What follows belongs to an exercise in optimizing a design on an open flow for small area; a production flow would make more cautious choices. Only simulation tests tie the RTL to the original design; equivalence was not proved. Power is estimated from default activity; no workload was simulated.

wip/xenon:
==> flow/design.v (excerpt) <==
module Nco_Single_Gen(
    input wire clk,
    input wire rst_n,
    input wire ref_pps_pedge,
    input wire [15:0] init_phase,
    input wire DDS_enable,
    input wire DDS_CH_enable,
    input wire signed [7:0] DDS_scale,
    input wire [63:0] D_i,
    output wire [31:0] DDS_IQ_o
    );
    reg        en_d1;
    reg        pps_d1;
    reg        shock;
    reg [47:0] B;         
    reg [9:0]  acc_hi;    
    wire [47:0] a = shock ? 48'd0 : B;
    wire [47:0] d = DDS_enable ? D_i[47:0] : 48'd0;
    wire [47:0] sum;
    nco_add48 add (.a(a), .b(d), .s(sum));
    always @(posedge clk or negedge rst_n)
        if (!rst_n) begin
            en_d1  <= 1'b0;
            pps_d1 <= 1'b0;
            shock  <= 1'b0;
            B      <= 48'd0;
            acc_hi <= 10'd0;
        end else begin
            en_d1  <= DDS_CH_enable;
            pps_d1 <= ref_pps_pedge;
  ...
Size in the first run: roughly 1400 cells after synthesis, about 82 flip-flops, roughly 0.0093 mm2 of cells after synthesis.
Settings: LEC_CHECK=0, ABC_AREA=1, CAP_MARGIN=20, CORE_MARGIN=2, CORE_UTILIZATION=55, GPL_TIMING_DRIVEN=0, PLACE_DENSITY=0.7, SLEW_MARGIN=20, SYNTH_MEMORY_MAX_BITS=32768; clock period 8.0 ns.
standard.sh (not shown) runs the stock make flow with config.mk's settings and CLKGATE_MAP_FILE= SYNTH_SCRIPT=/design/flow/synth_recipe.tcl, a recipe that flattens the netlist after the stock synthesis.
==> flow/flow/run.sh <==
#!/bin/bash
# Standard layout, with one change to synthesis: technology mapping.
#  - the design is mapped with ABC script flow/area.abc (area-oriented amap)
#    instead of ORFS's abc_area.script;
#  - the carry-lookahead adder module nco_add48 (no registers) is kept apart
#    until mapping and mapped with flow/add.abc (amap without choice
#    computation), so that its lookahead structure survives; the design is
#    flattened afterwards as in the standard synthesis.
# Port buffers are sky130_fd_sc_hd__buf_1 (buffer_ports -buffer_cell) rather than
# the tool's default choice; repair may still resize them.
# Registers, flattening, renaming and floorplan-to-finish are the standard flow.
set -euo pipefail
W=$(pwd)
sed -e 's#^source $::env(SCRIPTS_DIR)/synth_preamble.tcl#&\nset abc_args_add [lreplace $abc_args 1 1 $::env(MY_ABC_ADD)]\nset abc_args [lreplace $abc_args 1 1 $::env(MY_ABC)]#' \
    -e 's#^hierarchy -check -top $::env(DESIGN_NAME)#&\nsetattr -mod -set keep_hierarchy 1 nco_add48#' \
    -e 's#^  log_cmd abc {\*}$abc_args$#  log_cmd abc {*}$abc_args_add nco_add48\n  log_cmd abc {*}$abc_args $::env(DESIGN_NAME)#' \
    "$FLOW_HOME/scripts/synth.tcl" > "$W/orfs_synth.tcl"
test "$(grep -c 'MY_ABC\|nco_add48' "$W/orfs_synth.tcl")" -eq 4
sed "s#source \$::env(SCRIPTS_DIR)/synth.tcl#source $W/orfs_synth.tcl#" synth_recipe.tcl > "$W/my_synth.tcl"
grep -q "orfs_synth.tcl" "$W/my_synth.tcl"
sed "s#$W/synth_recipe.tcl#$W/my_synth.tcl#" standard.sh > "$W/my_standard.sh"
grep -q "my_synth.tcl" "$W/my_standard.sh"
export MY_ABC="$W/flow/area.abc"
export MY_ABC_ADD="$W/flow/add.abc"
export BUFFER_PORTS_ARGS="-buffer_cell sky130_fd_sc_hd__buf_1"
bash "$W/my_standard.sh" > "$W/flow_make.log" 2>&1
==> flow/flow/add.abc <==
strash
amap
topo
stime -c
==> flow/flow/area.abc <==
strash
dch -f
amap
topo
stime -c
diff inputs: wip/xenon => wip/pepper
- CAP_MARGIN now 10, was 20
- SETUP_SLACK_MARGIN now 0.2, previously not set
- CTS_BUF_LIST now sky130_fd_sc_hd__clkbuf_8, previously not set
- CORE_UTILIZATION now 65, was 55
- PLACE_DENSITY now 0.8, was 0.7
- SLEW_MARGIN now 10, was 20
-- flow/flow/run.sh --
<<< wip/xenon, line 1
#!/bin/bash
# Standard layout, with one change to synthesis: technology mapping.
#  - the design is mapped with ABC script flow/area.abc (area-oriented amap)
>>> wip/pepper, line 1
#!/bin/bash
# Standard layout, with changes to synthesis (technology mapping) and port buffers:
#  - the design is mapped with ABC script flow/area.abc (area-oriented amap)
<<< wip/xenon, line 8
#    flattened afterwards as in the standard synthesis.
# Port buffers are sky130_fd_sc_hd__buf_1 (buffer_ports -buffer_cell) rather than
>>> wip/pepper, line 8
#    flattened afterwards as in the standard synthesis.
#  - Yosys's full/half-adder extraction (extract_fa with ADDER_MAP_FILE) is
#    skipped, so ABC maps all the logic.
# Port buffers are sky130_fd_sc_hd__buf_1 (buffer_ports -buffer_cell) rather than
<<< wip/xenon, line 20
grep -q "orfs_synth.tcl" "$W/my_synth.tcl"
sed "s#$W/synth_recipe.tcl#$W/my_synth.tcl#" standard.sh > "$W/my_standard.sh"
grep -q "my_synth.tcl" "$W/my_standard.sh"
export MY_ABC="$W/flow/area.abc"
>>> wip/pepper, line 22
grep -q "orfs_synth.tcl" "$W/my_synth.tcl"
sed -e "s#$W/synth_recipe.tcl#$W/my_synth.tcl#" -e 's#^make -C #make ADDER_MAP_FILE= -C #' standard.sh > "$W/my_standard.sh"
grep -q "my_synth.tcl" "$W/my_standard.sh"
grep -q "^make ADDER_MAP_FILE= -C " "$W/my_standard.sh"
export MY_ABC="$W/flow/area.abc"
## What came out
For wip/xenon, the end point of the critical path was DDS_IQ_o[21], unlike wip/pepper, where it was DDS_IQ_o[20]. Any difference in clock-pin slew of the registers on the worst-case setup and hold paths between wip/xenon and wip/pepper is small enough to ignore. Number of standard-cell rows in the floorplan, wip/pepper vs wip/xenon: down by more than 10%. Delay of the slowest cell on the worst path in wip/pepper is 0.19 ns higher than in wip/xenon. Net count after synthesis went down by a few percent going from wip/xenon to wip/pepper.
> inputs changed (wip/pepper -> wip/nickel)
- CTS_BUF_LIST removed (was sky130_fd_sc_hd__clkbuf_8)
- SETUP_SLACK_MARGIN removed (was 0.2)
-- flow/flow/run.sh --
<<< wip/pepper, line 1
#!/bin/bash
# Standard layout, with changes to synthesis (technology mapping) and port buffers:
#  - the design is mapped with ABC script flow/area.abc (area-oriented amap)
>>> wip/nickel, line 1
#!/bin/bash
# Standard layout, with one change to synthesis: technology mapping.
#  - the design is mapped with ABC script flow/area.abc (area-oriented amap)
<<< wip/pepper, line 8
#    flattened afterwards as in the standard synthesis.
#  - Yosys's full/half-adder extraction (extract_fa with ADDER_MAP_FILE) is
#    skipped, so ABC maps all the logic.
# Port buffers are sky130_fd_sc_hd__buf_1 (buffer_ports -buffer_cell) rather than
>>> wip/nickel, line 8
#    flattened afterwards as in the standard synthesis.
# Port buffers are sky130_fd_sc_hd__buf_1 (buffer_ports -buffer_cell) rather than
<<< wip/pepper, line 22
grep -q "orfs_synth.tcl" "$W/my_synth.tcl"
sed -e "s#$W/synth_recipe.tcl#$W/my_synth.tcl#" -e 's#^make -C #make ADDER_MAP_FILE= -C #' standard.sh > "$W/my_standard.sh"
grep -q "my_synth.tcl" "$W/my_standard.sh"
grep -q "^make ADDER_MAP_FILE= -C " "$W/my_standard.sh"
export MY_ABC="$W/flow/area.abc"
>>> wip/nickel, line 20
grep -q "orfs_synth.tcl" "$W/my_synth.tcl"
sed "s#$W/synth_recipe.tcl#$W/my_synth.tcl#" standard.sh > "$W/my_standard.sh"
grep -q "my_synth.tcl" "$W/my_standard.sh"
export MY_ABC="$W/flow/area.abc"
- Between wip/nickel and wip/pepper, it is wip/nickel whose count of multi-input gates is lower, by 27.
- Sequential power grows by more than 10% when moving from wip/pepper to wip/nickel.
- Across both runs, post-placement cell count was lower for wip/nickel than for wip/pepper.
- Fmax sits lower in wip/nickel than in wip/pepper.
- Worst-case setup slack after placement: wip/pepper and wip/nickel compared, higher one is wip/nickel
- wip/nickel vs wip/pepper, area added between synthesis and finish went down by 2.3 points.
> inputs changed (wip/nickel -> wip/indigo)
- an added CTS_BUF_LIST of sky130_fd_sc_hd__clkbuf_8
Notes after the runs:
Setup slack of the critical path after layout is higher on wip/indigo. wip/indigo — worst reg-to-reg path cell count about 5% lower, wip/nickel as reference. wip/nickel → wip/indigo: area used by sequential logic in the layout held, total leakage power shows a reduction of 0.78%, starting DRC count in detailed routing moved down, total routing usage reported by global routing lost 1.8 points. Sort wip/nickel and wip/indigo by combinational fraction of design power desc -> top: wip/indigo. wip/indigo vs wip/nickel — area of all placed cells without fillers dropped slightly. Clock-pin slew of the registers on the worst-case setup and hold paths | wip/indigo above wip/nickel. The run showing the greater register share of the cell area is wip/indigo. Run comparison: wip/nickel launching instance or port of the critical path x8[1]; wip/indigo launching instance or port of the critical path x8[2].

[afterwards: timing with drivers on the ports]
No port has a modelled driver above. Below, the same layouts with a new extraction and two added sets of constraints. Step 1 (the two cells are an assumption about what drives the block):
set clk [get_ports {clk}]
set_driving_cell -lib_cell sky130_fd_sc_hd__clkbuf_16 $clk
set_driving_cell -lib_cell sky130_fd_sc_hd__buf_2 [delete_from_list [all_inputs] $clk]
Step 2, shift: input delay + t, output delay - t, t = (earliest + latest rising clock arrival at the registers) / 2. This alone moves slack from input paths to output paths. a / b / c = no drivers / after step 1 / after step 2; a / b = the first two.
run | t, ns | setup WS [ns] | pins driven straight from the clock port
wip/xenon | 0.372 | 0.250 / 0.209 / 0.581 | 1
wip/pepper | 0.387 | 0.475 / 0.441 / 0.130 | 1
wip/nickel | 0.381 | 0.389 / 0.351 / 0.189 | 1
wip/indigo | 0.394 | 0.503 / 0.472 / 0.382 | 1
After both steps every run listed still meets setup and hold. For wip/pepper, which loses most, drivers alone change the setup slack by -0.034 ns; drivers and shift together by -0.345 ns.
